This is an optimization exercise on Yosys and OpenROAD, whose aim is small area, a short achievable clock period and few clock cycles, not a production implementation. Function was checked by simulation only, so behaviour that the tests miss may differ from the original.

== lane 1 ==
==> module muldiv, before the edit <==
module muldiv #(parameter MW = 4) (
    input clk,
    input reset,
    input start_mul,
    input start_div,
    input sgn,
    input [31:0] a,
    input [31:0] b,
    input wr_hi,
    input wr_lo,
    input rd_hi,
    output busy,
    output [31:0] rdata
);
    reg [31:0] hi, lo, ma, mb;
    reg neg_hi, neg_lo, msgn, mfirst, mbusy, dbusy;
    reg [4:0] mk;
    reg [4:0] dcnt;
    assign busy = mbusy | dbusy;
    wire [31:0] rv = rd_hi ? hi : lo;
    wire        rn = rd_hi ? neg_hi : neg_lo;
    cneg rneg (.x(rv), .n(rn), .y(rdata));
    localparam NC = 32 / MW;
    function [4:0] nch(input [31:0] x, input s);
        integer c;
        reg [31:0] hs, hz;
        begin
            nch = NC - 1;
            for (c = NC - 2; c >= 0; c = c - 1) begin
                hs = $signed(x) >>> (MW * (c + 1) - 1);
                hz = x >> (MW * (c + 1));
                if (s ? (&hs | ~|hs) : ~|hz) nch = c;
            end
        end
    endfunction
    wire [4:0] na = nch(a, sgn);
    wire [4:0] nb = nch(b, sgn);
    wire       swp = na < nb;
    wire [MW-1:0] ch = mb[mk*MW +: MW];
    wire        cs = msgn & mfirst;
    wire signed [32:0] sma = {msgn & ma[31], ma};
    wire signed [MW:0] sch = {cs & ch[MW-1], ch};
    wire signed [63:0] sma64 = sma;
    wire signed [63:0] sch64 = sch;
    wire [63:0] acc_in = mfirst ? 64'd0 : {hi, lo};
    wire [63:0] acc    = (acc_in << MW) + sma64 * sch64;
    wire sn = sgn & a[31];
    wire sd = sgn & b[31];
    wire [31:0] an, ad;
    cneg aneg (.x(a), .n(sn), .y(an));
    cneg bneg (.x(b), .n(sd), .y(ad));
    function [5:0] clz(input [31:0] x);
        integer i;
        begin
            clz = 6'd32;
            for (i = 0; i < 32; i = i + 1)
                if (x[i]) clz = 6'd31 - i;
        end
    endfunction
    wire [6:0] sh   = {1'b0, clz(ad)} - {1'b0, clz(an)};
    wire       dnow = sh[6];                   
    wire       bz   = ~|b;
    wire [31:0] dsh = ad << sh[4:0];
    wire [31:0] df;
    wire        dge;                           
    rc_add #(.W(32)) dsub (.a(hi), .b(~ma), .ci(1'b1), .s(df), .co(dge));
    always @(posedge clk) begin
        if (reset) begin
            hi <= 32'd0; lo <= 32'd0;
            neg_hi <= 1'b0; neg_lo <= 1'b0;
            mbusy <= 1'b0; dbusy <= 1'b0;
        end else if (start_mul) begin
            ma <= swp ? b : a;
            mb <= swp ? a : b;
            mk <= swp ? na : nb;
            msgn <= sgn; mfirst <= 1'b1; mbusy <= 1'b1; dbusy <= 1'b0;
            neg_hi <= 1'b0; neg_lo <= 1'b0;
        end else if (start_div) begin
            if (dnow | bz) begin
                hi <= bz ? 32'd0 : a; lo <= 32'd0;
                mbusy <= 1'b0; dbusy <= 1'b0;
                neg_hi <= 1'b0; neg_lo <= 1'b0;
            end else begin
                hi <= an; lo <= 32'd0;
                ma <= dsh;
                dcnt <= sh[4:0];
                dbusy <= 1'b1; mbusy <= 1'b0;
                neg_hi <= sn; neg_lo <= sn ^ sd;
            end
        end else if (mbusy) begin
            {hi, lo} <= acc;
            mfirst <= 1'b0;
            mk <= mk - 5'd1;
            if (mk == 5'd0) mbusy <= 1'b0;
        end else if (dbusy) begin
            if (dge) hi <= df;
            lo <= {lo[30:0], dge};
            ma <= {1'b0, ma[31:1]};
            dcnt <= dcnt - 5'd1;
            if (dcnt == 5'd0) dbusy <= 1'b0;
        end else begin
            if (wr_hi) begin hi <= a; neg_hi <= 1'b0; end
            if (wr_lo) begin lo <= a; neg_lo <= 1'b0; end
        end
    end
endmodule
clock: 100.0 ns
lec_check: 0
cap_margin: 30
cell_pad_in_sites_detail_placement: 1
cell_pad_in_sites_global_placement: 2
core_margin: 2
core_utilization: 40
cts_cluster_diameter: 100
cts_cluster_size: 16
slew_margin: 40
standard.sh (not shown) runs the stock make flow with config.mk's settings and CLKGATE_MAP_FILE= SYNTH_SCRIPT=/design/flow/synth_recipe.tcl, a recipe that flattens the netlist after the stock synthesis.
==> flow/flow/run.sh <==
#!/bin/bash
# The standard layout (the standard.sh, standard synthesis) with two
# changes to how it is made, none to the constraints:
#  - the input and output ports are buffered with buf_2 cells rather than
#    the placer's default choice;
#  - ORFS's timing repair aims for 78.4 ns of setup slack at the design's
#    100 ns clock (a 21.6 ns path), so that it sizes up and buffers the
#    paths to and from the ports; gate cloning is off, so every register
#    stays as synthesis made it (only its drive strength may change).
# Each tool's full output is in standard_flow.log (and ORFS's own logs).
set -euo pipefail
export BUFFER_PORTS_ARGS="-buffer_cell sky130_fd_sc_hd__buf_2"
export SETUP_SLACK_MARGIN=78.4
export SKIP_GATE_CLONING=1
bash standard.sh "BUFFER_PORTS_ARGS=-buffer_cell sky130_fd_sc_hd__buf_2" \
  "SETUP_SLACK_MARGIN=78.4" "SKIP_GATE_CLONING=1" finish > standard_flow.log 2>&1
Testbench counts of lane 1, summed over its fixed seeds: cycles 100,997.
[inputs] lane 2 vs lane 1
-- flow/design.v --
<<< lane 1, line 195
    assign rd2 = q[ra2];
endmodule
module muldiv #(parameter MW = 4) (
    input clk,
    input reset,
>>> lane 2, line 195
    assign rd2 = q[ra2];
endmodule
module muldiv #(parameter MW = 8) (
    input clk,
    input reset,
Notes after the runs:
Of lane 2 and lane 1, lane 1 shows the lower aggregate routed wire length, with lane 2 above it. When lane 2 is set beside lane 1, its arithmetic-cell share of the synthesized area counting full adders, half adders and majority gates turns out to be 3.2 points larger. Lane 2 vs lane 1, start point of the critical path: w_wd[1]$_DFF_P_ vs w_wd[13]$_DFF_P_. Cmp lane 2 and lane 1 / total via count after detailed routing / higher: lane 2. Re final routed DRC violation total: no difference whatsoever between lane 2 and lane 1. Worst setup timing slack at the placement stage, lane 2 and lane 1: smaller value in lane 2. Cell count: lane 2 > lane 1. Compared with lane 1, lane 2 shows number of antenna violations at the first check in global routing that has gone up by a little under 10%. Against lane 1, lane 2 comes in 9 higher on largest net degree at the start of global routing.
Testbench counts of lane 2, summed over its fixed seeds: cycles 98,879.

==> re-timing with driven ports <==
Ports are ideal in the flow. The routed layouts listed here were re-timed in OpenROAD. Step 1: set_driving_cell puts a clkbuf_16 on clk and a buf_2 on each other input, an assumption about the parent block. Step 2 moves the port delays by t, midway between the first and last clock arrival at a register: inputs arrive t later, outputs are due t later. That takes back most of the time a late clock gives input paths. Three values: ideal ports, drivers, drivers and shift; two values: the first two.
run | t (ns) | setup slack, ns | worst setup path after step 2
lane 1 | 0.904 | 78.387 / 78.287 / 77.930 | input to register
lane 2 | 0.919 | 78.407 / 78.304 / 77.713 | input to register
After both steps every run listed still meets setup and hold. For lane 2, which loses most, drivers alone change the setup slack by -0.103 ns; drivers and shift together by -0.694 ns.
